From an optimization exercise on the open Yosys and OpenROAD flow, aimed at small area and a short achievable clock period; shortcuts taken in it are not production practice. Where RTL was checked, it was by simulation tests only, not by an equivalence proof against the original. For runs 3 to 9, only the layout was checked, not whether the RTL still works. Power and IR drop assume default switching activity.

## design/flow/config.mk

```make
export PLATFORM = sky130hd
export DESIGN_NAME = max_pool_3x3
export DESIGN_NICKNAME = max_pool_3x3
export VERILOG_FILES = /design/flow/design.v
export SDC_FILE = /design/flow/constraint.sdc
export NUM_CORES = 4
export LEC_CHECK = 0
export CAP_MARGIN = 20
export CORE_MARGIN = 2
export CORE_UTILIZATION = 40
export SLEW_MARGIN = 20
```

## design/flow/constraint.sdc

```tcl
create_clock -name core_clock -period 12.0 [get_ports {clk}]
set_input_delay 2.4000 -clock core_clock [delete_from_list [all_inputs] [get_ports {clk}]]
set_output_delay 2.4000 -clock core_clock [all_outputs]
set_load 0.01 [all_outputs]
```

## design/flow/design.v

```verilog
module max_c(input [31:0] i1, 
            input [31:0] i2,
            output [31:0] max); 
    assign max = (i1 > i2) ? i1 : i2;
endmodule
module max_relu( input [31:0] i1, 
            input [31:0] i2,
            output [31:0] max); 
    assign max = (~i1[31]) ? 
                        ((~i2[31]) ? 
                                ((i1[30:0] > i2[30:0]) ? 
                                        i1 
                                        : i2) 
                                : i1) 
                        : ((~i2[31]) ? 
                                i2 
                                : 0);
endmodule
module max_pool_3x3 (
    input [31:0] v1,
    input [31:0] v2,
    input [31:0] v3,
    input [31:0] v4,
    input [31:0] v5,
    input [31:0] v6,
    input [31:0] v7,
    input [31:0] v8,
    input [31:0] v9,
    input en, 
    input clk,
    output reg [31:0]selected );  
    wire [31:0] max12;
    wire [31:0] max34;
    wire [31:0] max56;
    wire [31:0] max78;
    wire [31:0] max14;
    wire [31:0] max58;
    wire [31:0] max18;
    wire [31:0] max19;
    max_relu m12 (v1, v2, max12);
    max_relu m34 (v3, v4, max34);
    max_relu m56 (v5, v6, max56);
    max_relu m78 (v7, v8, max78);
    max_c m14 (max12, max34, max14);
    max_c m58 (max56, max78, max58);
    max_c m18 (max14, max58, max18);
    max_relu m19(max18, v9, max19);
    always @ (posedge clk)
    begin
        if (en) begin
            selected <= max19;
        end
    end
endmodule
```

## design/flow/flow/run.sh

```bash
#!/bin/bash
# Standard ORFS layout, with the smallest buffer cell on every port.
set -euo pipefail
export BUFFER_PORTS_ARGS="-buffer_cell sky130_fd_sc_hd__buf_1"
bash standard.sh > standard_flow.log 2>&1
```

## design/flow/standard.sh

```bash
#!/bin/bash
# synth_recipe.tcl (not shown) runs the flow's synth.tcl, then flattens the netlist and writes it again
# the make line also repeats each setting of config.mk as NAME=value (left out here)
make -C /OpenROAD-flow-scripts/flow DESIGN_CONFIG=/design/flow/config.mk WORK_HOME=/design/flow/orfs CLKGATE_MAP_FILE= SYNTH_SCRIPT=/design/flow/synth_recipe.tcl "${@:-finish}"
```

==> reports/qor.csv, run 1 <==
stage,metric,value,unit
yosys,Post-Synthesis Cells,1317,
yosys,Synth area leaders,"ha_1, edfxtp_1, inv_1",
power,Switch Pwr,720.8,uW
sta,Max Clock Freq,88.09,MHz
die,core outline area,24320,um2
power,worst vdd ir,0.00008520,V
sta,fin crit period,11350,ps
yosys,ys flop type,edfxtp_1,
routing,average wire per standard cell,17.14,um
setup_path,worst setup path end,selected[13],
finish,biggest regs,selected: 31 flops,
die,I/O pin cnt,322,
sta,Tcrit/Tclk final,0.9460,
global_route,vias in the first global route,10120,
routing,initial DRC count,720,
routing,DR pass1 iterations,5,
sta,worst slew pin tran,879.9,ps
routing,remaining antenna violation count after routing,0,
yosys,top-area cell type share of the netlist area,0.3115,
yosys,Unique masters post-synth,63,
setup_path,Critical-path top delay cell,mux2i_1,
sta,Max-Slew Margin vs Limit,0.4134,
sta,smallest hold slack,2461,ps
clock_tree,CTS Buf Count,5,
routing,Detailed Route WL,33.68,mm
power,internal power,719.1,uW
setup_path,Crit Path Category,input port to flip-flop,
sta,Fin. Hold Viols,0,
setup_path,"Largest stage delay, worst path",400,ps
power,Seq pwr share,0.141,
sta,Finish-stage setup viols,0,
placed_design,Final Wtd Congestion,0.9230,
sta,RSZ-0062 raised after global routing,no,
placed_design,Placed Cells,1949,
yosys,dominant cell type by area after synthesis,ha_1,
finish,area grow syn2layout,20.24,%
global_route,largest net degree at the start of global routing,41,
die,die extent in x,161.5,um
clock_tree,hold_buf cts,0,
setup_path,most frequent CP cell,o21ai_0,
yosys,"count leader, synth",ha_1,
clock_tree,CTS tree,done,
setup_path,crit path from,v6[8],
finish,Largest Register,selected,
global_route,global route total overflow,0,
yosys,syn nets,1854,
finish,max reg flops,31,
yosys,"top cells by count, synth","ha_1, inv_1, o21ai_0",
yosys,Post-synth EDFFs,31,
power,Leak,6.084,nW
power,Cell Pwr Density,120.7,nW/um2
global_route,GRT Util Overall,0.2473,
power,Combinational Power Share,0.771,
setup_path,Worst EP required,12010,ps
placed_design,HPWL Detailed,29.35,mm
setup_path,Worst setup EP type,flip-flop,
sta,max-slew violations,0,
sta,aggregate negative setup slack,0,ps
die,Die Ht,161.5,um
global_route,GR Layer Usage met1,0.3441,
power,clock power share,0.088,
global_route,first-pass GRT wire length,51.85,mm
clock_tree,Root Driver,clkbuf_16,
setup_path,crit path DAT,11360,ps
routing,Vias/cell,5.505,
global_route,gr busiest metal,met2,
global_route,GR met2 Demand/Resource,0.4122,
setup_path,Critical Path Start Type,input port,
status,outcome,timing/DRC/antenna clean,
flow_run,MaxCap Viol Count,0,
yosys,async set-or-reset flop fraction in the synthesized netlist,0,
routing,routed vias,10820,
clock_tree,Worst-path clk slew,60,ps
die,Starting Density,0.4080,
yosys,Avg Inst Size Synth,7.534,um2
clock_tree,Max clock buf depth,2,
power,total power,1.440,mW
yosys,Syn. warnings,1,
setup_path,crit path max fanout,19,
placed_design,PortBufs,320,
yosys,Mapped Area,9922,um2
clock_tree,CTS Sinks,31,
worst_hold_path,critical hold path startpoint,v9[2],
yosys,sequential fraction of the synthesis area,0.09382,
finish,Final nets,2175,
global_route,grt met3 use,0.02928,
global_route,initial antenna violation count,2,
worst_hold_path,Hold Crit Class,input port to flip-flop,
die,Site Rows,57,
routing,DRC Markers,0,
die,Die Footprint,26080,um2
yosys,Yosys reg bits,31,
power,switch share,0.5006,
clock_tree,depth of the CTS H-tree,2,
finish,Final Non-Filler Cells,1965,
finish,fraction of layout cells with a size suffix above 1,0.04454,
[through the flow]
stage | util | cell area, um2 | setup slack (ps)
floorplan | - | 9922 | 1072
global route | 0.4906 | 11930 | 17.20
global placement | 0.4805 | 11690 | 400.7
detailed placement | 0.4805 | 11690 | 176.7
finish | 0.4906 | 11930 | 647.6
CTS | 0.4861 | 11820 | 432.3
[final cells by class]
cell class	instances	area (um2)
fill	2499	12390
multi-input combinational	1008	8025
timing repair buffer	361	1560
sequential	31	930.9
inverter	231	867.1
tap	324	405.4
clock buffer	6	128.9
clock inverter	2	7.507
antenna	2	5.005
[timing repair]
action                     in CTS  in global routing
setup endpoints to repair       0                 31
resized for setup               0                 13
hold endpoints to repair        0                  0
setup buffers                   0                  6
[power groups by stage]
stage | sequential, mW | combinational [mW] | clock (mW)
floorplan | 0.226 | 0.701 | 0
global placement | 0.205 | 1.07 | 0
detailed placement | 0.203 | 1.08 | 0
CTS | 0.204 | 1.09 | 0.128
global route | 0.208 | 1.24 | 0.134
finish | 0.203 | 1.11 | 0.126
[metal layers]
layer  vias up  wire length (um)
li1       5487                 -
met1      4906             15460
met5         -                 0
met2       384             15480
met3        41              2120
met4         0               619
[placed cells by master, fill, tap and decap left out, drive strengths merged, types with 8 or more instances in the layout]
cell type    n
buf        360
ha         247
inv        231
o21ai      127
a22oi       91
nand2       91
a21oi       73
mux2i       62
a21o        50
nand4       43
nor2        33
a22o        33
edfxtp      31
nand3       23
nor3        17
nor2b       14
a211oi      13
o21a        12
nand2b       8
[worst min-delay path by stage]
stage,endpoint,slack (ps),depth (start not counted)
global placement,selected[2],2750,2
detailed placement,selected[2],2760,2
floorplan,selected[0],2510,0
CTS,selected[2],2460,2
global route,selected[2],2470,2
finish,selected[2],2460,2
[cells by family after synthesis]
group	share of synthesized area
AOI/OAI and AO/OA	0.2887
adders and majority gates	0.3115
buffers and inverters	0.1083
DFF	0.09382
muxes	0.06368
other	0.0003779
and+or+nand+nor	0.1337
[critical path, delay by kind of cell]
kind	cells	cell delay, ps
muxes	1	400
and+or+nand+nor	11	2020
buffers and inverters	5	840
adders and majority gates	4	1160
AOI/OAI and AO/OA	23	4500
==> run 2: changes to the inputs <==
==> design/flow/run.sh (new file) <==
#!/bin/bash
# synth_recipe.tcl (not shown) runs the flow's synth.tcl, then flattens the netlist and writes it again
# the make line also repeats each setting of config.mk as NAME=value (left out here)
make -C /OpenROAD-flow-scripts/flow DESIGN_CONFIG=/design/flow/config.mk WORK_HOME=/design/flow/orfs CLKGATE_MAP_FILE= SYNTH_SCRIPT=/design/flow/synth_recipe.tcl finish
removed: design/flow/flow/run.sh
removed: design/flow/standard.sh
==> reports/qor.csv, run 2 <==
stage,metric,value,unit
placed_design,pre-CTS setup slack,-12.16,ps
global_route,global route total overflow,0,
yosys,Avg Inst Size Synth,7.534,um2
placed_design,Placed Cells,1952,
die,Starting Density,0.4080,
global_route,GRT Util Overall,0.2627,
yosys,Mapped Area,9922,um2
status,outcome,timing/DRC/antenna clean,
die,Die Footprint,26080,um2
global_route,largest net degree at the start of global routing,33,
setup_path,Critical-path top delay cell,or4_1,
finish,Final Non-Filler Cells,1963,
sta,aggregate negative setup slack,0,ps
placed_design,PortBufs,320,
power,Cell Pwr Density,111.6,nW/um2
sta,final worst slack,497.1,ps
power,Leak,6.967,nW
setup_path,crit path from,v4[12],
clock_tree,depth of the CTS H-tree,2,
finish,"commonest non-fill, non-tap cell in the layout",clkdlybuf4s50_1,
die,Site Rows,57,
sta,max-slew violations,0,
yosys,Post-synth EDFFs,31,
routing,initial DRC count,744,
yosys,Yosys reg bits,31,
setup_path,"Largest stage delay, worst path",490,ps
setup_path,Crit Path Category,input port to flip-flop,
sta,Finish-stage setup viols,0,
setup_path,Worst setup EP type,flip-flop,
power,worst vdd ir,0.00009653,V
finish,fraction of layout cells with a size suffix above 1,0.05128,
sta,Tcrit/Tclk final,0.9586,
yosys,"top cells by count, synth","ha_1, inv_1, o21ai_0",
yosys,Syn. warnings,1,
setup_path,CP bufs+invs,6,
clock_tree,CTS Sinks,31,
yosys,syn nets,1854,
setup_path,crit path DAT,11510,ps
clock_tree,CTS tree,done,
yosys,dominant cell type by area after synthesis,ha_1,
routing,Detailed Route WL,36.05,mm
finish,Largest Register,selected,
placed_design,HPWL Detailed,31.12,mm
setup_path,Critical Path Start Type,input port,
sta,fin crit period,11500,ps
yosys,top-area cell type share of the netlist area,0.3115,
setup_path,Worst EP required,12010,ps
sta,Fin. Hold Viols,0,
die,Die Ht,161.5,um
finish,Final nets,2174,
sta,Max Clock Freq,86.93,MHz
clock_tree,Worst-path clk slew,50,ps
yosys,ys flop type,edfxtp_1,
die,die extent in x,161.5,um
worst_hold_path,Hold Crit Class,input port to flip-flop,
setup_path,crit path max fanout,31,
yosys,Unique masters post-synth,63,
sta,worst slew pin tran,537.8,ps
global_route,vias in the first global route,10480,
global_route,first-pass GRT wire length,54.54,mm
die,core outline area,24320,um2
global_route,initial antenna violation count,1,
clock_tree,Max clock buf depth,2,
sta,Max-Slew Margin vs Limit,0.6377,
placed_design,Final Wtd Congestion,0.9623,
finish,area grow syn2layout,41.70,%
routing,average wire per standard cell,18.37,um
yosys,sequential fraction of the synthesis area,0.09382,
setup_path,CP top delay family,compound AO/OA/AOI/OAI gates,
yosys,async set-or-reset flop fraction in the synthesized netlist,0,
yosys,Post-Synthesis Cells,1317,
finish,final design utilization,0.5781,
finish,Fill cells,2315,
flow_run,MaxCap Viol Count,0,
routing,DR pass1 iterations,5,
routing,routed vias,10850,
finish,biggest regs,selected: 31 flops,
routing,remaining antenna violation count after routing,0,
clock_tree,CTS Buf Count,5,
routing,Vias/cell,5.525,
routing,DRC Markers,0,
finish,max reg flops,31,
yosys,Synth area leaders,"ha_1, edfxtp_1, inv_1",
clock_tree,Root Driver,clkbuf_16,
worst_hold_path,critical hold path startpoint,v9[2],
finish,most frequent cells in the layout,"clkdlybuf4s50_1, ha_1, inv_1",
yosys,"count leader, synth",ha_1,
die,I/O pin cnt,322,
[run 2: cell types whose count changed in the layout (fill, tap and decap cells not counted), moves of 3 or more]
cell and delta:
mux2i_1 -5, buf_12 +4, o21ai_0 -5, clkdlybuf4s50_1 +320, mux2i_2 +3, buf_4 -6, o21ai_1 +5, buf_1 -319
[run 2: cell type report]
cell class / instances / area (um2) / share of cell area
Tap cell: 324 / 405.4 / 0.02883
Timing Repair Buffer: 360 / 3607 / 0.2566
Multi-Input combinational cell: 1008 / 8109 / 0.5768
Sequential cell: 31 / 930.9 / 0.06621
Clock buffer: 7 / 132.6 / 0.009433
Clock inverter: 1 / 5.005 / 0.0003560
Antenna cell: 1 / 2.502 / 0.0001780
Inverter: 231 / 867.1 / 0.06167
[run 2: repair_timing]
item	4_1_cts	5_1_grt
setup buffers	0	2
hold buffers	0	0
endpoints found under the setup margin	0	31
resized for setup	0	34
[run 2: path summary, 6_finish.rpt]
check / to / slack [ps] / cells after the start
max: selected[30] / 500 / 43
min: selected[2] / 2850 / 2
[run 2: routing by layer]
layer / share of wire / track usage
met1: 0.46 / 0.3624
met2: 0.47 / 0.4427
met3: 0.052 / 0.03261
met4: 0.016 / 0.04748
met5: 0 / 0
[run 2: cells by family (layout without fill, tap and decap cells)]
logic type / count (synthesis) / after routing / synth area share
other cells: 1 / 2 / 0.0003779
buf+inv: 278 / 599 / 0.1083
mux: 63 / 63 / 0.06368
simple gates: 258 / 258 / 0.1337
fa+ha+maj: 247 / 247 / 0.3115
compound gates: 439 / 439 / 0.2887
flops: 31 / 31 / 0.09382
[run 2: through the flow]
stage	power (mW)	hold WS [ps]	area [um2]
2_1_floorplan	0.9279	2513	9922
3_3_place_gp	1.399	3123	13760
3_5_place_dp	1.412	3132	13760
4_1_cts	1.546	2850	13900
5_1_grt	1.714	2871	14060
6_report	1.569	2851	14060
[run 2: power breakdown]
group / internal [mW] / total [mW] / leakage, nW / switching, mW
clock network: 0.0767 / 0.124 / 0.0679 / 0.0475
registers: 0.189 / 0.213 / 0.301 / 0.0239
logic: 0.579 / 1.23 / 6.60 / 0.653
total: 0.845 / 1.57 / 6.97 / 0.724
==> run 3: changes to the inputs <==
==> design/flow/design.v (replaced) <==
module max_c #(parameter W = 32) (
    input  [W-1:0] a,
    input  [W-1:0] b,
    output         gt);
    localparam L = $clog2(W);
    wire [2*W-2:0] g;
    wire [2*W-2:0] p;
    assign g[W-1:0] = a & ~b;
    assign p[W-1:0] = a | ~b;
    genvar l, i;
    generate
        for (l = 0; l < L; l = l + 1) begin : lvl
            localparam N   = W >> l;               
            localparam IN  = 2*W - 2*N;            
            localparam OUT = 2*W - N;              
            for (i = 0; i < N/2; i = i + 1) begin : node
                assign g[OUT+i] = g[IN+2*i+1] | (p[IN+2*i+1] & g[IN+2*i]);
                assign p[OUT+i] = p[IN+2*i+1] & p[IN+2*i];
            end
        end
    endgenerate
    assign gt = g[2*W-2];
endmodule
module max_relu (
    input  [31:0] a,
    input  [31:0] b,
    input  [31:0] c,
    output        sa,
    output        sb,
    output        sc);
    wire ab, ac, bc;
    max_c #(32) cab ({~a[31], a[30:0]}, {~b[31], b[30:0]}, ab);
    max_c #(32) cac ({~a[31], a[30:0]}, {~c[31], c[30:0]}, ac);
    max_c #(32) cbc ({~b[31], b[30:0]}, {~c[31], c[30:0]}, bc);
    assign sa = ab & ac;
    assign sb = ~ab & bc;
    assign sc = ~ac & ~bc;
endmodule
module max_pool_3x3 (
    input [31:0] v1,
    input [31:0] v2,
    input [31:0] v3,
    input [31:0] v4,
    input [31:0] v5,
    input [31:0] v6,
    input [31:0] v7,
    input [31:0] v8,
    input [31:0] v9,
    input en,
    input clk,
    output [31:0] selected);
    wire s1, s2, s3, s4, s5, s6, s7, s8, s9;
    max_relu g0 (v1, v2, v3, s1, s2, s3);
    max_relu g1 (v4, v5, v6, s4, s5, s6);
    max_relu g2 (v7, v8, v9, s7, s8, s9);
    wire [31:0] m0 = ({32{s1}} & v1) | ({32{s2}} & v2) | ({32{s3}} & v3);
    wire [31:0] m1 = ({32{s4}} & v4) | ({32{s5}} & v5) | ({32{s6}} & v6);
    wire [31:0] m2 = ({32{s7}} & v7) | ({32{s8}} & v8) | ({32{s9}} & v9);
    wire t0, t1, t2;
    max_relu gf (m0, m1, m2, t0, t1, t2);
    wire u0 = t0 & ~m0[31];
    wire u1 = t1 & ~m1[31];
    wire u2 = t2 & ~m2[31];
    wire [30:0] mx = ({31{u0}} & m0[30:0]) | ({31{u1}} & m1[30:0]) | ({31{u2}} & m2[30:0]);
    reg [30:0] q;
    always @(posedge clk)
        if (en) q <= mx;
    assign selected = {1'b0, q};
endmodule
==> design/flow/flow/run.sh (new file) <==
#!/bin/bash
# Standard ORFS layout, with the smallest buffer cell on every port.
set -euo pipefail
export BUFFER_PORTS_ARGS="-buffer_cell sky130_fd_sc_hd__buf_1"
bash standard.sh > standard_flow.log 2>&1
==> design/flow/standard.sh (new file) <==
#!/bin/bash
# synth_recipe.tcl (not shown) runs the flow's synth.tcl, then flattens the netlist and writes it again
# the make line also repeats each setting of config.mk as NAME=value (left out here)
make -C /OpenROAD-flow-scripts/flow DESIGN_CONFIG=/design/flow/config.mk WORK_HOME=/design/flow/orfs CLKGATE_MAP_FILE= SYNTH_SCRIPT=/design/flow/synth_recipe.tcl "${@:-finish}"
removed: design/flow/run.sh
==> reports/qor.csv, run 3 <==
stage,metric,value,unit
status,outcome,timing/DRC/antenna clean,
yosys,ys flop type,edfxtp_1,
flow_run,MaxCap Viol Count,0,
power,Seq pwr share,0.159,
routing,DRC Markers,0,
routing,remaining antenna violation count after routing,0,
finish,fraction of layout cells with a size suffix above 1,0.03153,
sta,Fin. Hold Viols,0,
clock_tree,Post-CTS Setup Inserts,0,
clock_tree,depth of the CTS H-tree,2,
finish,most frequent cells in the layout,"buf_1, inv_1, a222oi_1",
worst_hold_path,Hold Crit Class,input port to flip-flop,
yosys,Unique masters post-synth,77,
power,Switch Pwr,610.5,uW
setup_path,crit path max fanout,31,
global_route,largest net degree at the start of global routing,43,
setup_path,Crit Path Category,input port to flip-flop,
yosys,Post-synth EDFFs,31,
finish,Final nets,1938,
yosys,Post-Synthesis Cells,1343,
yosys,Avg Inst Size Synth,6.990,um2
worst_hold_path,Worst Hold Depth,3,
die,Starting Density,0.4036,
routing,routed vias,13080,
die,die extent in x,157.2,um
placed_design,PortBufs,320,
clock_tree,CTS Sinks,31,
finish,max reg flops,31,
routing,Detailed Route WL,42.07,mm
finish,biggest regs,q: 31 flops,
placed_design,Final Wtd Congestion,0.9932,
routing,average wire per standard cell,21.38,um
yosys,"count leader, synth",inv_1,
finish,n_diodes,0,
sta,Finish-stage setup viols,0,
routing,initial DRC count,2171,
die,Site Rows,56,
power,switch share,0.5302,
clock_tree,Max clock buf depth,2,
sta,fin crit period,8478,ps
global_route,initial antenna violation count,0,
sta,Max Clock Freq,118.0,MHz
yosys,Mapped Area,9388,um2
power,Leak,4.057,nW
global_route,vias in the first global route,11360,
setup_path,Worst setup EP type,flip-flop,
placed_design,HPWL Detailed,34.60,mm
finish,Largest Register,q,
clock_tree,CTS Buf Count,5,
yosys,Synth area leaders,"a222oi_1, edfxtp_1, inv_1",
global_route,GRT Util Overall,0.3160,
yosys,Syn. warnings,1,
yosys,Yosys reg bits,31,
die,I/O pin cnt,322,
setup_path,crit path DAT,8580,ps
global_route,first-pass GRT wire length,62.68,mm
die,Die Footprint,24710,um2
yosys,dominant cell type by area after synthesis,a222oi_1,
yosys,syn nets,1633,
clock_tree,post-CTS sizing,0,
sta,max-slew violations,0,
sta,aggregate negative setup slack,0,ps
sta,RSZ-0062 raised after global routing,no,
clock_tree,hold_buf cts,0,
sta,Tcrit/Tclk final,0.7065,
sta,worst slew pin tran,1244,ps
power,clock power share,0.106,
sta,Max-Slew Margin vs Limit,0.1709,
clock_tree,CTS tree,done,
sta,final worst slack,3522,ps
power,Cell Pwr Density,104.7,nW/um2
setup_path,Critical Path Start Type,input port,
setup_path,Worst EP required,12110,ps
power,worst vdd ir,0.00006646,V
global_route,global route total overflow,0,
die,core outline area,23260,um2
power,Combinational Power Share,0.735,
finish,area grow syn2layout,17.18,%
routing,DR pass1 iterations,8,
die,Die Ht,157.2,um
power,internal power,541.0,uW
yosys,"top cells by count, synth","inv_1, a222oi_1, nand2_1",
finish,"commonest non-fill, non-tap cell in the layout",buf_1,
routing,Vias/cell,6.645,
yosys,top-area cell type share of the netlist area,0.1045,
yosys,async set-or-reset flop fraction in the synthesized netlist,0,
placed_design,pre-CTS setup slack,3321,ps
clock_tree,Root Driver,clkbuf_16,
yosys,sequential fraction of the synthesis area,0.09916,
clock_tree,Worst-path clk slew,50,ps
[run 3: changes by cell type after synthesis, moves of 46 or more]
| cell | delta |
|---|---|
| o22ai_1 | +48 |
| o221ai_1 | +62 |
| a21o_1 | -46 |
| maj3_1 | +68 |
| ha_1 | -247 |
| nand2b_1 | +66 |
| a222oi_1 | +98 |
| mux2i_1 | -62 |
| a22oi_1 | -55 |
| o21ai_0 | -55 |
[run 3: kinds of logic (layout without fill, tap and decap cells)]
family | after synthesis | in the layout | synth area share
simple gates | 406 | 406 | 0.2239
other cells | 1 | 1 | 0.0003995
compound gates | 573 | 573 | 0.4829
fa+ha+maj | 71 | 71 | 0.07610
flops | 31 | 31 | 0.09916
buf+inv | 261 | 567 | 0.1176
[run 3: layout make-up]
class | instances | area [um2]
clock buffer | 6 | 128.9
clock inverter | 2 | 7.507
fill | 2523 | 12260
inverter | 217 | 814.5
multi-input combinational | 1051 | 7362
sequential | 31 | 930.9
tap | 319 | 399.1
timing repair buffer | 342 | 1358
[run 3: critical path, cell delays in order]
cell	delay, ps
buf_1	180
inv_1	100
a222oi_1	490
nor4b_1	530
nand3_1	190
a311oi_1	370
or3_1	450
nor2_1	180
buf_4	270
a222oi_1	920
nor2b_1	120
maj3_1	390
o221a_2	240
a2111o_1	320
a21oi_1	240
nand2_1	80
or3_2	770
o221ai_1	320
[run 3: metal layers]
metal / track usage / vias up / wire [um]
met2: 0.5180 / 869 / 18770
li1: - / 6017 / -
met1: 0.4366 / 6132 / 17880
met4: 0.07403 / 0 / 898
met5: 0 / - / 0
met3: 0.04653 / 59 / 4527
[run 3: path summary, 6_finish.rpt]
| check | startpoint | endpoint | slack (ps) |
|---|---|---|---|
| hold / removal | v5[25] | q[25] | 2660 |
| setup / recovery | v2[26] | q[7] | 3520 |
[run 3: through the flow]
stage / hold WS [ps] / std cells / power [mW] / instance area (um2) / util
2_1_floorplan: 2513 / 1343 / 0.7302 / 9388 / -
3_3_place_gp: 2856 / 1955 / 0.9982 / 10840 / 0.4658
3_5_place_dp: 2857 / 1959 / 1.004 / 10860 / 0.4668
4_1_cts: 2666 / 1967 / 1.128 / 10990 / 0.4726
5_1_grt: 2687 / 1968 / 1.222 / 11000 / 0.4729
6_report: 2661 / 1968 / 1.152 / 11000 / 0.4729
[run 3: power groups by stage]
stage / logic (mW) / clock network [mW] / registers, mW
after floorplan: 0.533 / 0 / 0.197
after global placement: 0.813 / 0 / 0.185
after detailed placement: 0.818 / 0 / 0.186
after CTS: 0.822 / 0.122 / 0.184
after global routing: 0.909 / 0.127 / 0.186
final: 0.846 / 0.123 / 0.183
==> run 4: changes to the inputs <==
--- a/design/flow/config.mk
+++ b/design/flow/config.mk
@@ -9,3 +9,4 @@
 export CORE_MARGIN = 2
 export CORE_UTILIZATION = 40
+export SETUP_SLACK_MARGIN = 5
 export SLEW_MARGIN = 20
==> reports/qor.csv, run 4 <==
stage,metric,value,unit
finish,max reg flops,31,
finish,Seq. cell area,930.9,um2
yosys,"count leader, synth",inv_1,
finish,biggest regs,q: 31 flops,
setup_path,Worst setup EP type,flip-flop,
power,Cell Pwr Density,112.3,nW/um2
sta,Max-Slew Margin vs Limit,0.3859,
sta,smallest hold slack,2677,ps
finish,Fill cells,2323,
worst_hold_path,Hold Crit Class,input port to flip-flop,
sta,max-slew violations,0,
routing,routed vias,14210,
sta,worst slew pin tran,921.1,ps
setup_path,crit path from,v3[20],
yosys,syn nets,1633,
placed_design,Placed Cells,1959,
yosys,Unique masters post-synth,77,
yosys,ys flop type,edfxtp_1,
die,core outline area,23260,um2
global_route,largest net degree at the start of global routing,32,
setup_path,Worst EP required,12110,ps
global_route,GRT Util Overall,0.3274,
power,Seq pwr share,0.126,
die,Starting Density,0.4036,
global_route,initial antenna violation count,0,
sta,aggregate negative setup slack,0,ps
status,outcome,timing/DRC/antenna clean,
finish,n_diodes,0,
clock_tree,Root Driver,clkbuf_16,
finish,fraction of layout cells with a size suffix above 1,0.1854,
global_route,first-pass GRT wire length,64.80,mm
routing,DRC Markers,0,
sta,fin crit period,7103,ps
sta,RSZ-0062 raised after global routing,no,
yosys,Avg Inst Size Synth,6.990,um2
power,switch share,0.5054,
routing,Detailed Route WL,46.91,mm
sta,Tcrit/Tclk final,0.5919,
finish,most frequent cells in the layout,"buf_1, inv_1, buf_4",
power,clock power share,0.085,
finish,Largest Register,q,
yosys,dominant cell type by area after synthesis,a222oi_1,
die,Site Rows,56,
finish,multi-input logic area,8006,um2
yosys,Syn. warnings,1,
global_route,vias in the first global route,11810,
power,Leak,5.071,nW
sta,Max Clock Freq,140.8,MHz
placed_design,PortBufs,320,
yosys,Synth area leaders,"a222oi_1, edfxtp_1, inv_1",
setup_path,crit path max fanout,6,
setup_path,Crit Path Category,input port to flip-flop,
clock_tree,Max clock buf depth,2,
global_route,global route total overflow,0,
power,worst vdd ir,0.00007980,V
clock_tree,CTS Sinks,31,
die,die extent in x,157.2,um
finish,Final nets,2085,
routing,Vias/cell,6.721,
yosys,sequential fraction of the synthesis area,0.09916,
yosys,async set-or-reset flop fraction in the synthesized netlist,0,
die,Die Footprint,24710,um2
placed_design,HPWL Detailed,34.60,mm
setup_path,Critical Path Start Type,input port,
yosys,"top cells by count, synth","inv_1, a222oi_1, nand2_1",
clock_tree,depth of the CTS H-tree,2,
yosys,top-area cell type share of the netlist area,0.1045,
clock_tree,Worst-path clk slew,60,ps
clock_tree,CTS Buf Count,5,
sta,Fin. Hold Viols,0,
die,I/O pin cnt,322,
power,Switch Pwr,735.8,uW
placed_design,Final Wtd Congestion,0.9932,
yosys,Mapped Area,9388,um2
sta,Finish-stage setup viols,0,
setup_path,crit path DAT,7220,ps
routing,initial DRC count,2300,
routing,average wire per standard cell,22.18,um
power,internal power,720.1,uW
routing,remaining antenna violation count after routing,0,
power,Combinational Power Share,0.789,
clock_tree,hold_buf cts,0,
worst_hold_path,critical hold path startpoint,v5[25],
routing,DR pass1 iterations,13,
die,Die Ht,157.2,um
yosys,Post-synth EDFFs,31,
yosys,Post-Synthesis Cells,1343,
finish,Final Non-Filler Cells,2115,
finish,"commonest non-fill, non-tap cell in the layout",buf_1,
flow_run,MaxCap Viol Count,0,
clock_tree,CTS tree,done,
yosys,Yosys reg bits,31,
finish,area grow syn2layout,38.14,%
## run 4: cell counts after synthesis
Identical to the previous run, type by type.
## run 4: cells by family after synthesis
group                    Yosys count  share of synthesized area
AO/OA/AOI/OAI                    573                     0.4829
AND/OR/NAND/NOR                  406                     0.2239
buffers and inverters            261                     0.1176
adder cells (fa/ha/maj)           71                    0.07610
flip-flops                        31                    0.09916
other                              1                  0.0003995
## run 4: area by class of cell
cell class,instances,share of cell area
Sequential cell,31,0.07178
Clock buffer,6,0.009937
Inverter,217,0.06281
Timing Repair Buffer,482,0.2068
Tap cell,319,0.03078
Clock inverter,2,0.0005789
Multi-Input combinational cell,1058,0.6174
## run 4: critical path: stages
cell and delay, ps:
buf_1 300, o22ai_1 150, a221o_1 390, a21oi_1 250, o21ai_2 160, or3_4 450
nor2_4 230, buf_12 150, a222oi_1 90, buf_4 170, buf_6 120, a222oi_1 440
o2111ai_1 210, or3_4 440, a2111oi_4 290, a211oi_2 130, a211oi_2 330, buf_6 190
or2b_1 230, o221ai_1 80
## run 4: worst paths after layout
kind,end,cells past startpoint
max,q[1],20
min,q[25],3
## run 4: metrics by stage
stage,worst slack (ps),total power [mW],cell area (um2),utilization
3_5_place_dp,3321,1.004,10860,0.4668
3_3_place_gp,3293,0.9982,10840,0.4658
6_report,4897,1.456,12970,0.5575
2_1_floorplan,5188,0.7302,9388,-
5_1_grt,4850,1.514,12970,0.5575
4_1_cts,5013,1.232,11710,0.5033
## run 4: power groups by stage
stage | sequential, mW | combinational, mW | clock [mW]
floorplan | 0.197 | 0.533 | 0
global placement | 0.185 | 0.813 | 0
detailed placement | 0.186 | 0.818 | 0
CTS | 0.184 | 0.926 | 0.122
global route | 0.185 | 1.20 | 0.127
finish | 0.183 | 1.15 | 0.124
## run 4: repair_timing
action                                  in CTS  in global routing
resized for setup                           59                146
endpoints found under the setup margin      31                 31
pin swaps                                   37                100
endpoints found under the hold margin        0                  0
setup buffers                               58                 75
cloned                                       3                 12
## run 4: per-layer routing
metal | routed length, um | global-route usage | vias to the layer above
li1 | - | - | 6332
met2 | 21190 | 0.5396 | 1085
met4 | 1611 | 0.08788 | 0
met3 | 5806 | 0.05039 | 134
met1 | 18310 | 0.4442 | 6663
met5 | 0 | 0 | -
==> run 5: changes to the inputs <==
--- a/design/flow/config.mk
+++ b/design/flow/config.mk
@@ -9,4 +9,4 @@
 export CORE_MARGIN = 2
 export CORE_UTILIZATION = 40
-export SETUP_SLACK_MARGIN = 5
+export SETUP_SLACK_MARGIN = 3
 export SLEW_MARGIN = 20
==> reports/qor.csv, run 5 <==
stage,metric,value,unit
yosys,syn nets,1633,
setup_path,crit path max fanout,31,
sta,max-slew violations,0,
yosys,Yosys reg bits,31,
yosys,ys flop type,edfxtp_1,
die,Die Ht,157.2,um
sta,Max Clock Freq,118.0,MHz
setup_path,Worst setup EP type,flip-flop,
finish,fraction of layout cells with a size suffix above 1,0.03153,
global_route,grt met3 use,0.04653,
routing,DRC Markers,0,
routing,DR pass1 iterations,8,
global_route,GR met2 Demand/Resource,0.5180,
yosys,"top cells by count, synth","inv_1, a222oi_1, nand2_1",
sta,Tcrit/Tclk final,0.7065,
clock_tree,Root Driver,clkbuf_16,
yosys,Post-Synthesis Cells,1343,
power,Switch Pwr,610.5,uW
routing,remaining antenna violation count after routing,0,
clock_tree,Post-CTS Setup Inserts,0,
global_route,GR Layer Usage met1,0.4366,
sta,RSZ-0062 raised after global routing,no,
worst_hold_path,Hold Crit Class,input port to flip-flop,
yosys,async set-or-reset flop fraction in the synthesized netlist,0,
global_route,global route total overflow,0,
setup_path,worst-path cell chain,buf_1 > inv_1 > a222oi_1 > nor4b_1 > nand3_1 > a311oi_1 > or3_1 > nor2_1 > buf_4 > a222oi_1 > nor2b_1 > maj3_1 > o221a_2 > a2111o_1 > a21oi_1 > nand2_1 > or3_2 > o221ai_1,
flow_run,MaxCap Viol Count,0,
finish,final design utilization,0.4729,
routing,Detailed Route WL,42.07,mm
finish,Seq. cell area,930.9,um2
routing,routed vias,13080,
global_route,GRT Util Overall,0.3160,
global_route,gr busiest metal,met2,
die,Starting Density,0.4036,
power,internal power,541.0,uW
setup_path,Crit Path Category,input port to flip-flop,
finish,Final nets,1938,
power,Seq pwr share,0.159,
yosys,sequential fraction of the synthesis area,0.09916,
power,switch share,0.5302,
die,I/O pin cnt,322,
placed_design,PortBufs,320,
routing,average wire per standard cell,21.38,um
yosys,Post-synth EDFFs,31,
yosys,Synth area leaders,"a222oi_1, edfxtp_1, inv_1",
finish,Fill cells,2523,
clock_tree,CTS Sinks,31,
clock_tree,Max clock buf depth,2,
finish,biggest regs,q: 31 flops,
sta,aggregate negative setup slack,0,ps
die,core outline area,23260,um2
sta,Finish-stage setup viols,0,
setup_path,Critical Path Start Type,input port,
clock_tree,depth of the CTS H-tree,2,
setup_path,Critical-path top delay cell,a222oi_1,
sta,worst slew pin tran,1244,ps
power,clock power share,0.106,
sta,Max-Slew Margin vs Limit,0.1709,
die,Site Rows,56,
clock_tree,hold_buf cts,0,
power,total power,1.152,mW
setup_path,Worst EP required,12110,ps
placed_design,HPWL Detailed,34.60,mm
finish,multi-input logic area,7362,um2
global_route,first-pass GRT wire length,62.68,mm
setup_path,crit path DAT,8580,ps
setup_path,"Largest stage delay, worst path",920,ps
power,Cell Pwr Density,104.7,nW/um2
placed_design,Final Wtd Congestion,0.9932,
power,worst vdd ir,0.00006646,V
yosys,Unique masters post-synth,77,
finish,"commonest non-fill, non-tap cell in the layout",buf_1,
yosys,Syn. warnings,1,
sta,fin crit period,8478,ps
global_route,initial antenna violation count,0,
finish,max reg flops,31,
clock_tree,CTS Buf Count,5,
global_route,vias in the first global route,11360,
yosys,top-area cell type share of the netlist area,0.1045,
die,die extent in x,157.2,um
routing,Vias/cell,6.645,
clock_tree,post-CTS sizing,0,
clock_tree,Worst-path clk slew,50,ps
status,outcome,timing/DRC/antenna clean,
sta,Fin. Hold Viols,0,
yosys,dominant cell type by area after synthesis,a222oi_1,
clock_tree,CTS tree,done,
power,Leak,4.057,nW
finish,Largest Register,q,
finish,n_diodes,0,
routing,initial DRC count,2171,
power,Combinational Power Share,0.735,
finish,most frequent cells in the layout,"buf_1, inv_1, a222oi_1",
setup_path,most frequent CP cell,a222oi_1,
yosys,Avg Inst Size Synth,6.990,um2
die,Die Footprint,24710,um2
yosys,"count leader, synth",inv_1,
finish,area grow syn2layout,17.18,%
global_route,largest net degree at the start of global routing,43,
yosys,Mapped Area,9388,um2
==> run 5: cell counts after synthesis <==
No cell type changed its count.
==> run 5: logic make-up after synthesis <==
| kind of cell | share of synthesized area |
|---|---|
| compound gates | 0.4829 |
| fa+ha+maj | 0.07610 |
| buf+inv | 0.1176 |
| flops | 0.09916 |
| other cells | 0.0003995 |
| simple gates | 0.2239 |
==> run 5: final timing paths <==
kind	start	end	cells after the start
max	v2[26]	q[7]	18
min	v5[25]	q[25]	3
==> run 5: routing by layer <==
metal,vias up,share of wire
met5,-,0
met4,0,0.021
met3,59,0.11
met2,869,0.45
met1,6132,0.42
li1,6017,-
==> run 5: area by class of cell <==
type / instances / area share
sequential: 31 / 0.08462
clock inverter: 2 / 0.0006824
timing repair buffer: 342 / 0.1234
multi-input combinational: 1051 / 0.6692
inverter: 217 / 0.07404
tap: 319 / 0.03628
clock buffer: 6 / 0.01172
==> run 5: power groups by stage <==
stage / combinational [mW] / sequential, mW / clock, mW
6_report: 0.846 / 0.183 / 0.123
5_1_grt: 0.909 / 0.186 / 0.127
4_1_cts: 0.822 / 0.184 / 0.122
3_5_place_dp: 0.818 / 0.186 / 0
3_3_place_gp: 0.813 / 0.185 / 0
2_1_floorplan: 0.533 / 0.197 / 0
==> run 5: critical path, delay by kind of cell <==
| family | cells | cell delay [ps] |
|---|---|---|
| adder cells (fa/ha/maj) | 1 | 390 |
| AO/OA/AOI/OAI | 7 | 2900 |
| buffers and inverters | 3 | 550 |
| AND/OR/NAND/NOR | 7 | 2320 |
==> run 5: through the flow <==
step | setup WS [ps] | instance area, um2 | hold slack (ps) | cells
detailed placement | 3321 | 10860 | 2857 | 1959
floorplan | 5188 | 9388 | 2513 | 1343
global placement | 3293 | 10840 | 2856 | 1955
global route | 3149 | 11000 | 2687 | 1968
CTS | 3559 | 10990 | 2666 | 1967
finish | 3522 | 11000 | 2661 | 1968
==> run 6: changes to the inputs <==
==> design/flow/flow/run.sh (replaced) <==
#!/bin/bash
# The standard layout, with two changes: ABC maps the logic with flow/map.abc
# (delay-targeted mapping) and every port gets the smallest buffer cell.
set -euo pipefail
here=$(pwd)
export BUFFER_PORTS_ARGS="-buffer_cell sky130_fd_sc_hd__buf_1"
export FLOW_ABC_SCRIPT=$here/flow/map.abc
sed "s|SYNTH_SCRIPT=[^ ]*|SYNTH_SCRIPT=$here/flow/synth.tcl|" standard.sh > flow_standard.sh
bash flow_standard.sh > standard_flow.log 2>&1
==> design/flow/flow/map.abc (new file) <==
strash
dch
map -D 2500
buffer
upsize -D 2500
dnsize -D 2500
==> design/flow/flow/synth.tcl (new file) <==
# The standard synthesis script, with ABC's mapping script replaced by flow/map.abc
proc synth {args} { yosys synth -nofsm -noshare {*}$args }
proc abc {args} {
  set i [lsearch -exact $args -script]
  if { $i >= 0 } { lset args [expr {$i + 1}] $::env(FLOW_ABC_SCRIPT) }
  yosys abc {*}$args
}
source $::env(SCRIPTS_DIR)/synth.tcl
# left out here: clear keep_hierarchy, flatten, clean up, hide names made inside functions, write 1_2_yosys.v
--- a/design/flow/config.mk
+++ b/design/flow/config.mk
@@ -9,4 +9,3 @@
 export CORE_MARGIN = 2
 export CORE_UTILIZATION = 40
-export SETUP_SLACK_MARGIN = 3
 export SLEW_MARGIN = 20
==> reports/qor.csv, run 6 <==
stage,metric,value,unit
power,Cell Pwr Density,119.8,nW/um2
sta,RSZ-0062 raised after global routing,no,
routing,average wire per standard cell,19.31,um
global_route,largest net degree at the start of global routing,34,
routing,DRC Markers,0,
routing,Top Metal Used,met4,
sta,Max-Slew Margin vs Limit,0.1895,
finish,multi-input logic area,6978,um2
clock_tree,CTS Buf Count,5,
clock_tree,depth of the CTS H-tree,2,
yosys,async set-or-reset flop fraction in the synthesized netlist,0,
finish,Final Non-Filler Cells,2258,
setup_path,Critical Path Start Type,input port,
yosys,syn nets,1942,
die,Site Rows,55,
placed_design,HPWL Detailed,36.36,mm
worst_hold_path,Worst Hold Depth,5,
routing,routed vias,14070,
power,Leak,4.739,nW
global_route,GRT Util Overall,0.3378,
die,Starting Density,0.4088,
finish,final design utilization,0.4799,
worst_hold_path,Hold Crit Class,input port to flip-flop,
yosys,"top cells by count, synth","inv_1, nand2_1, nor2_1",
routing,initial DRC count,1743,
yosys,Post-synth EDFFs,31,
placed_design,Placed Cells,2248,
sta,max-slew violations,0,
clock_tree,CTS tree,done,
routing,DRT met1 WL,18.03,mm
sta,aggregate negative setup slack,0,ps
finish,max reg flops,31,
setup_path,Worst setup EP type,flip-flop,
die,die extent in x,156.6,um
clock_tree,CTS Sinks,31,
routing,DR pass1 iterations,8,
sta,Fin. Hold Viols,0,
yosys,"count leader, synth",inv_1,
die,core outline area,22780,um2
yosys,Avg Inst Size Synth,5.637,um2
sta,Tcrit/Tclk final,0.6731,
status,outcome,timing/DRC/antenna clean,
finish,fraction of layout cells with a size suffix above 1,0.03189,
finish,biggest regs,q: 31 flops,
finish,area grow syn2layout,17.37,%
routing,Detailed Route WL,43.59,mm
routing,met2 routed WL,19.11,mm
clock_tree,Root Driver,clkbuf_16,
clock_tree,Post-CTS Setup Inserts,0,
yosys,Unique masters post-synth,62,
sta,Finish-stage setup viols,0,
yosys,ys flop type,edfxtp_1,
sta,Max Clock Freq,123.8,MHz
die,Die Footprint,24520,um2
setup_path,crit path from,v5[17],
yosys,Mapped Area,9313,um2
global_route,vias in the first global route,12430,
setup_path,Crit Path Category,input port to flip-flop,
clock_tree,Worst-path clk slew,50,ps
finish,Largest Register,q,
global_route,initial antenna violation count,0,
finish,"commonest non-fill, non-tap cell in the layout",buf_1,
clock_tree,Max clock buf depth,2,
worst_hold_path,critical hold path startpoint,v3[11],
die,Die Ht,156.6,um
clock_tree,post-CTS sizing,0,
yosys,top-area cell type share of the netlist area,0.1189,
global_route,global route total overflow,0,
yosys,sequential fraction of the synthesis area,0.09996,
yosys,Synth area leaders,"inv_1, edfxtp_1, nand2_1",
global_route,first-pass GRT wire length,66.25,mm
yosys,Syn. warnings,1,
routing,Vias/cell,6.230,
finish,Fill cells,2509,
setup_path,Worst EP required,12110,ps
finish,Seq. cell area,930.9,um2
yosys,dominant cell type by area after synthesis,inv_1,
finish,most frequent cells in the layout,"buf_1, inv_1, nand2_1",
finish,"Design Area, Final",10930,um2
sta,fin crit period,8078,ps
yosys,Post-Synthesis Cells,1652,
yosys,Yosys reg bits,31,
placed_design,Final Wtd Congestion,1.006,
setup_path,crit path max fanout,33,
flow_run,MaxCap Viol Count,0,
placed_design,PortBufs,320,
die,I/O pin cnt,322,
power,worst vdd ir,0.00006679,V
clock_tree,hold_buf cts,0,
sta,worst slew pin tran,1216,ps
placed_design,Placed Area,10750,um2
routing,met3 wire len,5.142,mm
setup_path,crit path DAT,8180,ps
routing,remaining antenna violation count after routing,0,
finish,Final nets,2233,
-- run 6: cell types whose count changed after synthesis, moves of 34 or more --
cell      delta
o211ai_1    +34
maj3_1      -68
nor2b_1     -59
a222oi_1    -98
o22ai_1     +40
inv_1       +79
a22oi_1     +53
nand2_1    +141
nor2_1     +123
nand2b_1    -74
nand3_1     +60
a21oi_1     +81
nand4_1     +78
-- run 6: layer usage --
metal | GRT usage | vias to the layer above
met5 | 0 | -
met4 | 0.1114 | 0
met3 | 0.05677 | 78
met2 | 0.5379 | 986
met1 | 0.4630 | 6379
li1 | - | 6625
-- run 6: worst max-delay path: stages --
cell	delay (ps)
buf_1	170
inv_1	120
o221ai_1	200
o221ai_1	160
a221oi_1	310
o2111ai_1	140
a21oi_1	220
nand2_1	480
inv_1	640
a22oi_1	140
o21ai_0	240
inv_1	580
nand2_1	260
o21ai_0	100
a21oi_1	160
nand2_1	110
nor4_1	280
and3_1	260
a21o_1	840
nand4_1	180
o211ai_1	160
-- run 6: cell families (layout without fill, tap and decap cells) --
| family | Yosys count | count (layout) | synth area share |
|---|---|---|---|
| AOI/OAI and AO/OA | 615 | 615 | 0.4411 |
| buffers and inverters | 360 | 652 | 0.1518 |
| DFF | 31 | 31 | 0.09996 |
| other | 1 | 2 | 0.0004027 |
| and+or+nand+nor | 645 | 645 | 0.3067 |
-- run 6: area by class of cell --
type                            count  area share
Antenna cell                        1   0.0002289
Clock buffer                        5     0.01145
Clock inverter                      3    0.003549
Inverter                          314      0.1078
Multi-Input combinational cell   1261      0.6384
Sequential cell                    31     0.08516
Tap cell                          313     0.03583
Timing Repair Buffer              330      0.1176
-- run 6: worst paths after layout --
kind | to | slack [ps]
worst max-delay path | q[24] | 3920
worst min-delay path | q[11] | 2750
-- run 6: power breakdown --
group	switching, mW	leakage, nW	internal, mW
logic	0.685	4.36	0.293
clock network	0.0471	0.0812	0.0967
registers	0.0153	0.297	0.173
total	0.747	4.74	0.562
-- run 6: per-stage QoR --
stage                     power, mW  worst slack (ps)  hold slack (ps)
after floorplan              0.8299              6399             2513
after global placement        1.123              4046             2868
after detailed placement      1.131              3838             2854
after CTS                     1.278              4118             2728
after global routing          1.403              3353             2811
final                         1.309              3922             2747
==> run 7: changes to the inputs <==
--- a/design/flow/config.mk
+++ b/design/flow/config.mk
@@ -9,3 +9,4 @@
 export CORE_MARGIN = 2
 export CORE_UTILIZATION = 40
+export GPL_TIMING_DRIVEN = 0
 export SLEW_MARGIN = 20
==> reports/qor.csv, run 7 <==
stage,metric,value,unit
status,outcome,timing/DRC/antenna clean,
clock_tree,Worst-path clk slew,60,ps
die,die extent in x,156.6,um
sta,Max-Slew Margin vs Limit,0.1299,
routing,Detailed Route WL,44.40,mm
setup_path,crit path DAT,7260,ps
finish,Final nets,2271,
power,Leak,4.833,nW
yosys,Syn. warnings,1,
yosys,ys flop type,edfxtp_1,
setup_path,Worst setup EP type,flip-flop,
power,total power,1.325,mW
yosys,largest family of logic cells by synthesized area,compound AO/OA/AOI/OAI gates,
die,Starting Density,0.4088,
yosys,async set-or-reset flop fraction in the synthesized netlist,0,
flow_run,MaxCap Viol Count,0,
yosys,Synth area leaders,"inv_1, edfxtp_1, nand2_1",
worst_hold_path,Worst Hold Depth,1,
routing,remaining antenna violation count after routing,0,
sta,Max Clock Freq,137.3,MHz
routing,DR pass1 iterations,6,
finish,area grow syn2layout,18.93,%
setup_path,"Largest stage delay, worst path",880,ps
placed_design,HPWL Detailed,38.15,mm
yosys,adder-cell share of the synthesized area,0,
yosys,Mapped Area,9313,um2
yosys,Compound-Gate Fraction of Synth Area,0.4411,
global_route,global route total overflow,0,
clock_tree,CTS Buf Count,5,
yosys,simple-gate share of the synthesized area,0.3067,
die,I/O pin cnt,322,
yosys,Post-Synthesis Cells,1652,
die,core outline area,22780,um2
yosys,Unique masters post-synth,62,
sta,Finish-stage setup viols,0,
clock_tree,post-CTS sizing,0,
yosys,sequential fraction of the synthesis area,0.09996,
routing,routed vias,13980,
clock_tree,Post-CTS Setup Inserts,0,
die,Die Ht,156.6,um
sta,fin crit period,7282,ps
die,Die Footprint,24520,um2
finish,fraction of layout cells with a size suffix above 1,0.04490,
sta,aggregate negative setup slack,0,ps
sta,smallest hold slack,2704,ps
finish,most frequent cells in the layout,"buf_1, inv_1, nand2_1",
clock_tree,CTS Sinks,31,
finish,max reg flops,31,
worst_hold_path,Hold Crit Class,input port to flip-flop,
yosys,"top cells by count, synth","inv_1, nand2_1, nor2_1",
yosys,Avg Inst Size Synth,5.637,um2
setup_path,Crit path depth,20,
sta,worst slew pin tran,1305,ps
finish,"commonest non-fill, non-tap cell in the layout",buf_1,
sta,RSZ-0062 raised after global routing,no,
global_route,GRT Util Overall,0.3424,
yosys,top-area cell type share of the netlist area,0.1189,
setup_path,Critical-path top delay cell,nor3_1,
routing,Vias/cell,6.081,
routing,DRC Markers,0,
clock_tree,Root Driver,clkbuf_16,
finish,biggest regs,q: 31 flops,
sta,Tcrit/Tclk final,0.6068,
setup_path,Critical Path Start Type,input port,
sta,max-slew violations,0,
global_route,vias in the first global route,12390,
yosys,Post-Synth XOR/XNOR Area,0,
global_route,initial antenna violation count,3,
setup_path,CP bufs+invs,5,
routing,average wire per standard cell,19.32,um
finish,"Design Area, Final",11080,um2
clock_tree,depth of the CTS H-tree,2,
die,Site Rows,55,
clock_tree,CTS tree,done,
yosys,dominant cell type by area after synthesis,inv_1,
setup_path,Worst EP required,11980,ps
setup_path,worst-path cell chain,buf_1 > inv_1 > a21oi_1 > nand2_1 > o311ai_1 > nand3_1 > o2111ai_1 > a21oi_1 > nand2_2 > buf_2 > nor2_1 > nor3_1 > inv_1 > a221oi_1 > nand2_1 > o31ai_1 > a31oi_2 > nand3_4 > buf_6 > o211ai_1,
yosys,"count leader, synth",inv_1,
finish,Largest Register,q,
setup_path,CP top delay family,compound AO/OA/AOI/OAI gates,
global_route,first-pass GRT wire length,66.13,mm
power,worst vdd ir,0.00007824,V
sta,Fin. Hold Viols,0,
yosys,syn nets,1942,
yosys,Yosys reg bits,31,
yosys,multiplexer area fraction after synthesis,0,
global_route,largest net degree at the start of global routing,32,
placed_design,Final Wtd Congestion,0.9906,
setup_path,Crit Path Category,input port to flip-flop,
yosys,Post-synth EDFFs,31,
clock_tree,Max clock buf depth,2,
worst_hold_path,hold path endpoint,q[28],
power,Cell Pwr Density,119.6,nW/um2
clock_tree,hold_buf cts,0,
worst_hold_path,critical hold path startpoint,en,
routing,initial DRC count,1746,
setup_path,crit path max fanout,10,
placed_design,PortBufs,320,
placed_design,Placed Area,10910,um2
run 7: cell counts after synthesis:
Identical to the previous run, type by type.
run 7: per-stage QoR:
stage | worst slack, ps | std cells | utilization
final | 4718 | 2298 | 0.4862
after global routing | 4403 | 2296 | 0.4860
after CTS | 4923 | 2294 | 0.4856
after detailed placement | 4651 | 2286 | 0.4790
after global placement | 4677 | 2285 | 0.4788
after floorplan | 6399 | 1652 | -
run 7: area by class of cell:
type / instances / area (um2)
clock inverter: 3 / 23.77
inverter: 314 / 1179
antenna: 3 / 7.507
fill: 2567 / 11700
multi-input combinational: 1261 / 6968
sequential: 31 / 930.9
tap: 313 / 391.6
timing repair buffer: 322 / 1215
buffer: 46 / 235.2
clock buffer: 5 / 125.1
run 7: worst max-delay path by stage:
| stage | startpoint | to | slack, ps |
|---|---|---|---|
| floorplan | v5[18] | q[24] | 6400 |
| global placement | v7[2] | q[22] | 4680 |
| detailed placement | v7[6] | q[22] | 4650 |
| CTS | v7[6] | q[22] | 4920 |
| global route | v1[15] | q[22] | 4400 |
| finish | v7[6] | q[22] | 4720 |
run 7: kinds of logic after synthesis:
logic type	after synthesis
other	1
AOI/OAI and AO/OA	615
and+or+nand+nor	645
buffers and inverters	360
DFF	31
run 7: power breakdown:
group | switching [mW] | internal [mW] | leakage (nW)
logic | 0.700 | 0.312 | 4.47
registers | 0.0131 | 0.172 | 0.297
clock network | 0.0497 | 0.0774 | 0.0665
total | 0.763 | 0.562 | 4.83
run 7: routing by layer:
| metal | up-vias | global-route usage | wire (um) |
|---|---|---|---|
| met5 | - | 0 | 0 |
| met4 | 0 | 0.1376 | 1580 |
| met3 | 90 | 0.06453 | 4923 |
| met2 | 874 | 0.5542 | 19690 |
| met1 | 6298 | 0.4483 | 18210 |
| li1 | 6713 | - | - |
==> run 8: changes to the inputs <==
--- a/design/flow/config.mk
+++ b/design/flow/config.mk
@@ -9,4 +9,4 @@
 export CORE_MARGIN = 2
 export CORE_UTILIZATION = 40
-export GPL_TIMING_DRIVEN = 0
+export SETUP_SLACK_MARGIN = 5
 export SLEW_MARGIN = 20
==> reports/qor.csv, run 8 <==
stage,metric,value,unit
status,outcome,timing/DRC/antenna clean,
yosys,sequential fraction of the synthesis area,0.09996,
setup_path,Crit Path Category,input port to flip-flop,
clock_tree,CTS Sinks,31,
yosys,Syn. warnings,1,
sta,Max Clock Freq,148.1,MHz
clock_tree,Root Driver,clkbuf_16,
die,I/O pin cnt,322,
power,total power,1.395,mW
clock_tree,CTS Buf Count,5,
finish,Final Non-Filler Cells,2273,
setup_path,Worst EP required,12110,ps
placed_design,Final Wtd Congestion,1.006,
routing,remaining antenna violation count after routing,0,
yosys,"count leader, synth",inv_1,
setup_path,worst-path cell chain,buf_1 > inv_1 > o211ai_1 > o21ai_0 > a21oi_1 > o311ai_2 > a31oi_1 > nor2_1 > nor2_2 > nand3_4 > inv_6 > nand2_1 > nand3_1 > inv_1 > o21ai_0 > o21ai_0 > o211ai_1 > nor2_1 > nand3_1 > o211ai_1 > a41oi_4 > nand3_4 > o211ai_1,
power,worst vdd ir,0.00005956,V
finish,biggest regs,q: 31 flops,
yosys,top-area cell type share of the netlist area,0.1189,
yosys,Yosys reg bits,31,
setup_path,CP top delay family,compound AO/OA/AOI/OAI gates,
die,core outline area,22780,um2
sta,Max-Slew Margin vs Limit,0.3614,
sta,fin crit period,6754,ps
flow_run,MaxCap Viol Count,0,
finish,"Design Area, Final",11260,um2
routing,Vias/cell,6.325,
setup_path,Worst setup EP type,flip-flop,
setup_path,crit path max fanout,19,
sta,Fin. Hold Viols,0,
finish,Final nets,2248,
placed_design,Placed Cells,2248,
placed_design,Placed Area,10750,um2
global_route,GRT Util Overall,0.3396,
yosys,Synth area leaders,"inv_1, edfxtp_1, nand2_1",
routing,Detailed Route WL,44.57,mm
yosys,Post-synth EDFFs,31,
setup_path,most frequent CP cell,o211ai_1,
finish,Fill cells,2485,
clock_tree,Worst-path clk slew,50,ps
yosys,Unique masters post-synth,62,
die,die extent in x,156.6,um
setup_path,"Largest stage delay, worst path",400,ps
placed_design,PortBufs,320,
die,Die Footprint,24520,um2
finish,area grow syn2layout,20.89,%
clock_tree,CTS tree,done,
finish,Largest Register,q,
yosys,async set-or-reset flop fraction in the synthesized netlist,0,
power,Leak,4.839,nW
global_route,global route total overflow,0,
yosys,Post-Synthesis Cells,1652,
global_route,initial antenna violation count,0,
finish,fraction of layout cells with a size suffix above 1,0.04952,
sta,worst slew pin tran,957.9,ps
routing,routed vias,14380,
sta,RSZ-0062 raised after global routing,yes,
setup_path,Critical Path Start Type,input port,
sta,aggregate negative setup slack,0,ps
routing,DRC Markers,0,
finish,most frequent cells in the layout,"buf_1, inv_1, nand2_1",
power,Cell Pwr Density,124.0,nW/um2
setup_path,CP bufs+invs,4,
yosys,ys flop type,edfxtp_1,
sta,Finish-stage setup viols,0,
setup_path,Critical-path top delay cell,a41oi_4,
global_route,largest net degree at the start of global routing,33,
finish,max reg flops,31,
yosys,Mapped Area,9313,um2
sta,max-slew violations,0,
die,Starting Density,0.4088,
yosys,dominant cell type by area after synthesis,inv_1,
routing,initial DRC count,1918,
placed_design,HPWL Detailed,36.36,mm
setup_path,crit path DAT,6860,ps
worst_hold_path,Hold Crit Class,input port to flip-flop,
die,Die Ht,156.6,um
yosys,syn nets,1942,
global_route,vias in the first global route,12510,
sta,Tcrit/Tclk final,0.5628,
global_route,first-pass GRT wire length,66.61,mm
finish,"commonest non-fill, non-tap cell in the layout",buf_1,
routing,DR pass1 iterations,7,
clock_tree,depth of the CTS H-tree,2,
routing,average wire per standard cell,19.61,um
yosys,Avg Inst Size Synth,5.637,um2
die,Site Rows,55,
yosys,"top cells by count, synth","inv_1, nand2_1, nor2_1",
clock_tree,Max clock buf depth,2,
==> run 8: cell counts after synthesis <==
No cell type changed its count.
==> run 8: routing by layer <==
metal	up-vias	global-route usage	routed length [um]	part of all wire
met2	1045	0.5391	19480	0.44
li1	6673	-	-	-
met4	0	0.1166	1472	0.033
met1	6551	0.4657	18340	0.41
met5	-	0	0	0
met3	108	0.05594	5275	0.12
==> run 8: layout make-up <==
cell class / count / area [um2] / area share
repair buffers: 342 / 1375 / 0.1221
diodes: 1 / 2.502 / 0.0002223
multi-input cells: 1263 / 7197 / 0.6393
clock buffers: 5 / 125.1 / 0.01111
clock inverters: 3 / 38.79 / 0.003445
flip-flops and latches: 31 / 930.9 / 0.08269
inverters: 314 / 1192 / 0.1059
well taps: 313 / 391.6 / 0.03479
repair inverters: 1 / 5.005 / 0.0004445
==> run 8: metrics by stage <==
step	setup WS [ps]	util	hold slack (ps)
after global routing	4941	0.4942	2749
after CTS	5079	0.4831	2699
after detailed placement	3838	0.4719	2854
after global placement	4046	0.4719	2868
final	5246	0.4943	2705
after floorplan	6399	-	2513
==> run 8: cells by family (layout without fill, tap and decap cells) <==
family                 count (synthesis)  in the layout  synth area share
AND/OR/NAND/NOR                      645            645            0.3067
AO/OA/AOI/OAI                        615            617            0.4411
buffers and inverters                360            665            0.1518
flip-flops                            31             31           0.09996
other                                  1              2         0.0004027
==> run 8: final timing paths <==
| kind | startpoint | endpoint | slack (ps) | depth (start not counted) |
|---|---|---|---|---|
| setup / recovery | v9[1] | q[24] | 5250 | 23 |
| hold / removal | v7[22] | q[22] | 2700 | 3 |
==> run 8: power breakdown <==
part | leakage (nW) | switching (mW) | total, mW | internal (mW)
Clock | 0.0812 | 0.0474 | 0.144 | 0.0967
Sequential | 0.297 | 0.0154 | 0.188 | 0.173
Combinational | 4.46 | 0.732 | 1.06 | 0.332
==> run 8: repair_timing <==
action                     4_1_cts  5_1_grt
gates resized for setup         16       26
setup endpoints to repair       31       31
gates cloned                     1        2
pin swaps                        0        3
hold buffers                     0        0
setup buffers                    1       12
==> run 9: changes to the inputs <==
--- a/design/flow/flow/run.sh
+++ b/design/flow/flow/run.sh
@@ -5,4 +5,5 @@
 here=$(pwd)
 export BUFFER_PORTS_ARGS="-buffer_cell sky130_fd_sc_hd__buf_1"
+export SETUP_SLACK_MARGIN=6.5
 export FLOW_ABC_SCRIPT=$here/flow/map.abc
 sed "s|SYNTH_SCRIPT=[^ ]*|SYNTH_SCRIPT=$here/flow/synth.tcl|" standard.sh > flow_standard.sh
--- a/design/flow/config.mk
+++ b/design/flow/config.mk
@@ -9,4 +9,3 @@
 export CORE_MARGIN = 2
 export CORE_UTILIZATION = 40
-export SETUP_SLACK_MARGIN = 5
 export SLEW_MARGIN = 20
==> reports/qor.csv, run 9 <==
stage,metric,value,unit
status,outcome,timing/DRC/antenna clean,
global_route,vias in the first global route,13950,
setup_path,Worst EP required,12020,ps
clock_tree,Worst-path clk slew,60,ps
worst_hold_path,Hold Crit Class,input port to flip-flop,
finish,area grow syn2layout,52.14,%
yosys,dominant cell type by area after synthesis,inv_1,
power,Cell Pwr Density,131.9,nW/um2
yosys,syn nets,1942,
routing,average wire per standard cell,21.02,um
sta,RSZ-0062 raised after global routing,yes,
sta,Fin. Hold Viols,0,
die,Die Ht,156.6,um
power,worst vdd ir,0.00009578,V
yosys,"count leader, synth",inv_1,
yosys,Post-Synthesis Cells,1652,
global_route,global route total overflow,0,
power,total power,1.868,mW
clock_tree,CTS Buf Count,5,
global_route,GRT Util Overall,0.3871,
yosys,Yosys reg bits,31,
clock_tree,hold_buf cts,0,
clock_tree,Root Driver,clkbuf_16,
finish,most frequent cells in the layout,"buf_1, inv_1, nand2_1",
clock_tree,CTS Sinks,31,
clock_tree,CTS tree,done,
sta,fin crit period,6167,ps
setup_path,worst setup path end,q[0],
sta,max-slew violations,0,
flow_run,MaxCap Viol Count,0,
yosys,Syn. warnings,1,
routing,remaining antenna violation count after routing,0,
routing,DRC Markers,0,
yosys,Avg Inst Size Synth,5.637,um2
sta,aggregate negative setup slack,0,ps
die,die extent in x,156.6,um
yosys,Post-synth EDFFs,31,
finish,Fill cells,2229,
sta,Finish-stage setup viols,0,
setup_path,Critical Path Start Type,input port,
global_route,initial antenna violation count,0,
yosys,async set-or-reset flop fraction in the synthesized netlist,0,
finish,n_diodes,0,
yosys,Mapped Area,9313,um2
placed_design,Placed Area,10810,um2
setup_path,Crit Path Category,input port to flip-flop,
placed_design,HPWL Detailed,36.09,mm
global_route,first-pass GRT wire length,74.74,mm
die,Site Rows,55,
routing,Detailed Route WL,50.79,mm
yosys,Unique masters post-synth,62,
die,Starting Density,0.4088,
finish,fraction of layout cells with a size suffix above 1,0.2520,
finish,Largest Register,q,
finish,"Design Area, Final",14170,um2
routing,DR pass1 iterations,19,
placed_design,PortBufs,320,
setup_path,crit path from,v3[15],
setup_path,crit path max fanout,15,
routing,initial DRC count,2108,
routing,Vias/cell,6.390,
yosys,top-area cell type share of the netlist area,0.1189,
setup_path,Worst setup EP type,flip-flop,
die,Die Footprint,24520,um2
yosys,ys flop type,edfxtp_1,
setup_path,crit path DAT,6180,ps
finish,max reg flops,31,
sta,worst slew pin tran,851.5,ps
yosys,"top cells by count, synth","inv_1, nand2_1, nor2_1",
sta,Tcrit/Tclk final,0.5139,
global_route,largest net degree at the start of global routing,32,
routing,routed vias,15440,
die,I/O pin cnt,322,
sta,Max-Slew Margin vs Limit,0.4323,
yosys,sequential fraction of the synthesis area,0.09996,
finish,"commonest non-fill, non-tap cell in the layout",buf_1,
die,core outline area,22780,um2
finish,Final nets,2392,
yosys,Synth area leaders,"inv_1, edfxtp_1, nand2_1",
placed_design,Final Wtd Congestion,0.9882,
clock_tree,depth of the CTS H-tree,2,
power,Leak,6.040,nW
sta,Max Clock Freq,162.1,MHz
finish,biggest regs,q: 31 flops,
clock_tree,Max clock buf depth,2,
==> run 9: worst min-delay path by stage <==
| stage | startpoint | to | slack (ps) | depth (start not counted) |
|---|---|---|---|---|
| after floorplan | en | q[0] | 2510 | 0 |
| after global placement | q[6] | selected[6] | 2860 | 1 |
| after detailed placement | q[26] | selected[26] | 2860 | 1 |
| after CTS | v1[2] | q[2] | 2670 | 5 |
| after global routing | v7[30] | q[30] | 2690 | 3 |
| final | v7[30] | q[30] | 2680 | 3 |
==> run 9: kinds of logic (layout without fill, tap and decap cells) <==
logic type,Yosys count,in the layout,synth area share
simple gates,645,655,0.3067
compound gates,615,620,0.4411
buf+inv,360,796,0.1518
flops,31,31,0.09996
other cells,1,1,0.0004027
==> run 9: timing repair <==
action | in CTS | in global routing
cloned | 20 | 1
endpoints found under the setup margin | 31 | 31
pin swaps | 84 | 91
setup buffers | 98 | 42
gates resized for setup | 330 | 134
==> run 9: area by class of cell <==
| cell class | instances | area, um2 | share of cell area |
|---|---|---|---|
| clock buffer | 5 | 125.1 | 0.008831 |
| clock inverter | 3 | 43.79 | 0.003091 |
| inverter | 314 | 1255 | 0.08857 |
| multi-input combinational | 1276 | 8660 | 0.6112 |
| sequential | 31 | 930.9 | 0.06570 |
| tap | 313 | 391.6 | 0.02764 |
| timing repair buffer | 472 | 2749 | 0.1940 |
| timing repair inverter | 2 | 13.76 | 0.0009714 |
==> run 9: metal layers <==
| layer | up-vias | track usage | routed length, um |
|---|---|---|---|
| li1 | 6999 | - | - |
| met3 | 245 | 0.07311 | 6205 |
| met1 | 6980 | 0.4884 | 19080 |
| met4 | 0 | 0.1962 | 3177 |
| met2 | 1215 | 0.6300 | 22340 |
| met5 | - | 0 | 0 |
==> run 9: power breakdown <==
group	switching, mW	internal, mW
Sequential	0.0149	0.173
Combinational	0.946	0.585
Clock	0.0520	0.0979
==> run 9: critical path, stage by stage <==
cell and delay, ps:
buf_2 140, a22oi_2 210, o211ai_1 180, a211oi_2 260, o21ai_2 110, a211oi_2 320, buf_4 200, o21ai_4 90
buf_4 170, buf_4 140, buf_4 130, o221ai_4 250, nor2_1 100, a21oi_1 190, a31oi_1 130, o211ai_1 260
nand2_2 120, o2111ai_4 140, a21oi_4 70, buf_12 150, buf_16 150, nand4_1 100, nand3_1 130
==> run 9: through the flow <==
stage / util / hold slack [ps] / worst slack (ps) / std cells
floorplan: - / 2513 / 6467 / 1652
global placement: 0.4748 / 2864 / 4001 / 2247
detailed placement: 0.4748 / 2861 / 3700 / 2247
CTS: 0.5873 / 2672 / 5990 / 2373
global route: 0.6220 / 2693 / 5689 / 2416
finish: 0.6220 / 2676 / 5833 / 2416

[static timing again, ports no longer ideal]
The flow's constraints put no driver on any port. The routed layouts listed below were extracted and timed again, unchanged, in two steps.
Step 1, drivers: a clkbuf_16 drives clk and a buf_2 each remaining input, both assumed.
Step 2, shift: input delay + t, output delay - t, t = (earliest + latest rising clock arrival at the registers) / 2. This alone moves slack from input paths to output paths.
Three values: no drivers, after step 1, after step 2; two values: the first two.
run	t (ns)	slack for setup (ns)	worst register clock-pin slew, ns
run 1	0.326	0.648 / 0.649 / 0.323	0.06 / 0.06
run 2	0.316	0.497 / 0.501 / 0.185	0.06 / 0.06
run 3	0.322	3.522 / 3.539 / 3.217	0.06 / 0.06
run 4	0.324	4.897 / 4.912 / 4.588	0.06 / 0.06
run 5	0.322	3.522 / 3.539 / 3.217	0.06 / 0.06
run 6	0.318	3.922 / 3.935 / 3.617	0.05 / 0.05
run 7	0.320	4.718 / 4.724 / 4.404	0.06 / 0.06
run 8	0.318	5.246 / 5.212 / 4.894	0.05 / 0.05
run 9	0.327	5.833 / 5.844 / 5.517	0.06 / 0.06
After both steps setup and hold are still met in every run listed. The setup slack of run 8, which loses most, moves by -0.034 ns with the drivers and by -0.352 ns with both steps.
